This design comes from an exercise in tuning for small area on the open sky130 flow, not from production work.
Function was checked by simulation only, so behaviour that the tests miss may differ from the original.
Power figures rest on the tool's default switching activity, not on a simulated workload.

Setup of before:
// CPU
module CPU #(
    parameter DATABITWIDTH = 16
)(
    input clk,
    input clk_en,
    input sync_rst,
    input  SystemEn,
    output HaltOut,
    output             [15:0] InstAddr,
    input              [15:0] InstData,
    input                    DataFlashEn,
    input              [9:0] FlashAddr,
    input [DATABITWIDTH-1:0] FlashData,
    output                    IOOutACK,
    input                     IOOutREQ,
    output              [3:0] IOMinorOpcode,
    output [DATABITWIDTH-1:0] IOOutAddress,
    output [DATABITWIDTH-1:0] IOOutData,
    output              [3:0] IOOutDestReg,
    input                     IOInACK,
    output                    IOInREQ,
    input               [3:0] IOInDestReg,
    input  [DATABITWIDTH-1:0] IOInData,
    output [DATABITWIDTH-1:0] RegisterWriteData_OUT,
    output                    RegisterWriteEn_OUT,
    output              [3:0] RegisterWriteAddr_OUT
);
For scale: ~1,100 flip-flops, ~150 I/O pins, ~51,000 sq um of cells after synthesis.
clock: 8.0 ns
lec_check: 0
cap_margin: 20
core_margin: 2
core_utilization: 50
slew_margin: 20
synth_hierarchical: 1
synth_minimum_keep_size: 0
standard.sh (not shown) runs the stock make flow with config.mk's settings and CLKGATE_MAP_FILE= SYNTH_SCRIPT=/design/flow/synth_recipe.tcl, a recipe that flattens the netlist after the stock synthesis.
==> flow/flow/run.sh <==
#!/bin/bash
set -euo pipefail
export BUFFER_PORTS_ARGS="-buffer_cell sky130_fd_sc_hd__buf_1"
export CTS_ARGS="-sink_clustering_enable -repair_clock_nets -dont_use_dummy_load -sink_clustering_size 20 -sink_clustering_max_diameter 60 -buf_list sky130_fd_sc_hd__clkbuf_16"
bash standard.sh > standard_make.log 2>&1
before finished every step from synthesis to the final layout, and the layout passed the timing, DRC and antenna checks.
What after does differently from before at the input level:
==> flow/flow/run.sh <==
#!/bin/bash
set -euo pipefail
export BUFFER_PORTS_ARGS="-buffer_cell sky130_fd_sc_hd__buf_1"
export CTS_ARGS="-sink_clustering_enable -repair_clock_nets -dont_use_dummy_load -sink_clustering_size 28 -sink_clustering_max_diameter 90 -buf_list sky130_fd_sc_hd__clkbuf_16"
bash standard.sh > standard_make.log 2>&1
--- outcome ---
Last element of the critical path = PCReg[14]: after; last element of the critical path = PCReg[15]: before. Comparing before and after, ratio of final minimum period to clock period is higher on before. Relative to before, the power drawn by the clock network measured on after has decreased by more than a quarter. Area growth from synthesis to layout, before and after: higher on before. | total power | lower: after |. Number of fill cells in the layout in after is 91 higher than in before.


Setup of cedar:
Another version of the RTL of CPU (not shown whole).
For scale: roughly 4000 cells after synthesis, ~1100 flip-flops, about 150 I/O pins, roughly 53000 µm² of cells after synthesis.
export LEC_CHECK = 0
export CAP_MARGIN = 20
export CORE_MARGIN = 2
export CORE_UTILIZATION = 50
export SLEW_MARGIN = 20
export SYNTH_HIERARCHICAL = 1
export SYNTH_MINIMUM_KEEP_SIZE = 0
create_clock -name core_clock -period 8.0 [get_ports {clk}]
run.sh (not shown) runs the stock make flow with config.mk's settings and CLKGATE_MAP_FILE= SYNTH_SCRIPT=/design/flow/synth_recipe.tcl, a recipe that flattens the netlist after the stock synthesis.
Stock flow here: none of the scripts above is used.
> inputs changed (cedar -> delta)
==> flow/flow/run.sh (new file) <==
#!/bin/bash
set -euo pipefail
export BUFFER_PORTS_ARGS="-buffer_cell sky130_fd_sc_hd__buf_1"
export CTS_ARGS="-sink_clustering_enable -repair_clock_nets -dont_use_dummy_load -sink_clustering_size 20 -sink_clustering_max_diameter 60 -buf_list sky130_fd_sc_hd__clkbuf_16"
bash standard.sh > standard_make.log 2>&1
==> flow/standard.sh (new file) <==
#!/bin/bash
# synth_recipe.tcl (not shown) runs the flow's synth.tcl, then flattens the netlist and writes it again
# the make line also repeats each setting of config.mk as NAME=value (left out here)
make -C /OpenROAD-flow-scripts/flow DESIGN_CONFIG=/design/flow/config.mk WORK_HOME=/design/flow/orfs CLKGATE_MAP_FILE= SYNTH_SCRIPT=/design/flow/synth_recipe.tcl "${@:-finish}"
removed: flow/run.sh
Results
Re relative contribution of the clock network to total power: cedar and delta aren't equal, and the higher value belongs to cedar.
[compare] base=cedar new=delta: overall fraction of global-route tracks in use down 0.29 points; minimum hold slack saw a decrease.
cedar has lower share of the clock period used by the worst path than delta.
Diff delta..cedar | sequential cell count | unchanged
Per the final summary, delta finished and its layout is clean on timing, DRC and antenna.
Both conditions hold for cedar: the flow ran to the end and the final layout passed the timing, DRC and antenna checks.
delta — minimum setup slack in the final design 360 ps lower, cedar as reference
When the final numbers for cedar and delta were put side by side, the cell area turned out to be greater in cedar.


CPU, a different RTL version from the one above (not shown whole).
Size: about 1,100 flip-flops, about 150 I/O pins, roughly 51,000 um2 of cells after synthesis.
clock: 8.0 ns
lec_check: 0
cap_margin: 10
core_margin: 2
core_utilization: 55
slew_margin: 10
synth_hierarchical: 1
synth_minimum_keep_size: 0
standard.sh (not shown) runs the stock make flow with config.mk's settings and CLKGATE_MAP_FILE= SYNTH_SCRIPT=/design/flow/synth_recipe.tcl, a recipe that flattens the netlist after the stock synthesis.
==> flow/flow/run.sh <==
#!/bin/bash
set -euo pipefail
export BUFFER_PORTS_ARGS="-buffer_cell sky130_fd_sc_hd__buf_1"
export CTS_ARGS="-sink_clustering_enable -repair_clock_nets -dont_use_dummy_load -sink_clustering_size 28 -sink_clustering_max_diameter 90 -buf_list sky130_fd_sc_hd__clkbuf_16"
bash standard.sh > standard_make.log 2>&1
Then changed:
Settings changed: CAP_MARGIN 10 to 20, CORE_UTILIZATION 55 to 50, SLEW_MARGIN 10 to 20.
What happened:
- cell count is higher by a few percent
- global-route usage is lower by 3.5 points
- routed wire length stays flat
- count of clock-buffer cells in the layout shrinks by 1
- final area goes up slightly
- via count fell slightly
- clock skew is higher by 24 ps
- synthesized cell count stays the same
Then changed:
==> flow/flow/run.sh (replaced) <==
#!/bin/bash
set -euo pipefail
export BUFFER_PORTS_ARGS="-buffer_cell sky130_fd_sc_hd__buf_1"
export CTS_ARGS="-sink_clustering_enable -repair_clock_nets -dont_use_dummy_load -sink_clustering_size 24 -sink_clustering_max_diameter 80 -buf_list sky130_fd_sc_hd__clkbuf_16"
bash standard.sh > standard_make.log 2>&1
Outcome: Utilization came out higher by 0.14 points; sequential power barely changes; via count barely changes; power came out higher by about 1.6%; die area does not change; cell count is about the same; cell area is about the same; worst hold slack degrades by 3.4 ps; area after synthesis does not change; clock power came out higher by about 6%; first-iteration DRC count came out lower by 2.1%.

re-timing with driven ports:
The results above use ideal ports. As a check the final layouts listed here were re-extracted and re-timed, cells and wires unchanged. Step 1, drivers: a clkbuf_16 drives clk and a buf_2 each remaining input, both assumed. Step 2 moves the port delays by t, midway between the first and last clock arrival at a register: inputs arrive t later, outputs are due t later. That takes back most of the time a late clock gives input paths. Slacks: ideal ports / drivers / drivers and shift; pairs: ideal ports / drivers.
| run | t, ns | setup slack, ns | slew at the worst register clock pin (ns) |
|---|---|---|---|
| before | 0.724 | 0.491 / 0.491 / 0.491 | 0.08 / 0.08 |
| after | 0.717 | 0.551 / 0.551 / 0.551 | 0.11 / 0.11 |
| cedar | 0.775 | 0.610 / 0.668 / -0.107 | 0.07 / 0.07 |
| delta | 0.738 | 0.250 / 0.250 / -0.022 | 0.08 / 0.08 |
| the first run of note 3 | 0.729 | 0.454 / 0.379 / 0.543 | 0.11 / 0.11 |
| the second run of note 3 | 0.717 | 0.417 / 0.348 / 0.483 | 0.12 / 0.12 |
| the third run of note 3 | 0.726 | 0.416 / 0.347 / 0.574 | 0.11 / 0.11 |
Met with ideal ports but missed after step 2: setup timing in cedar and delta. The setup slack of cedar, which loses most, moves by +0.058 ns with the drivers and by -0.717 ns with both steps.
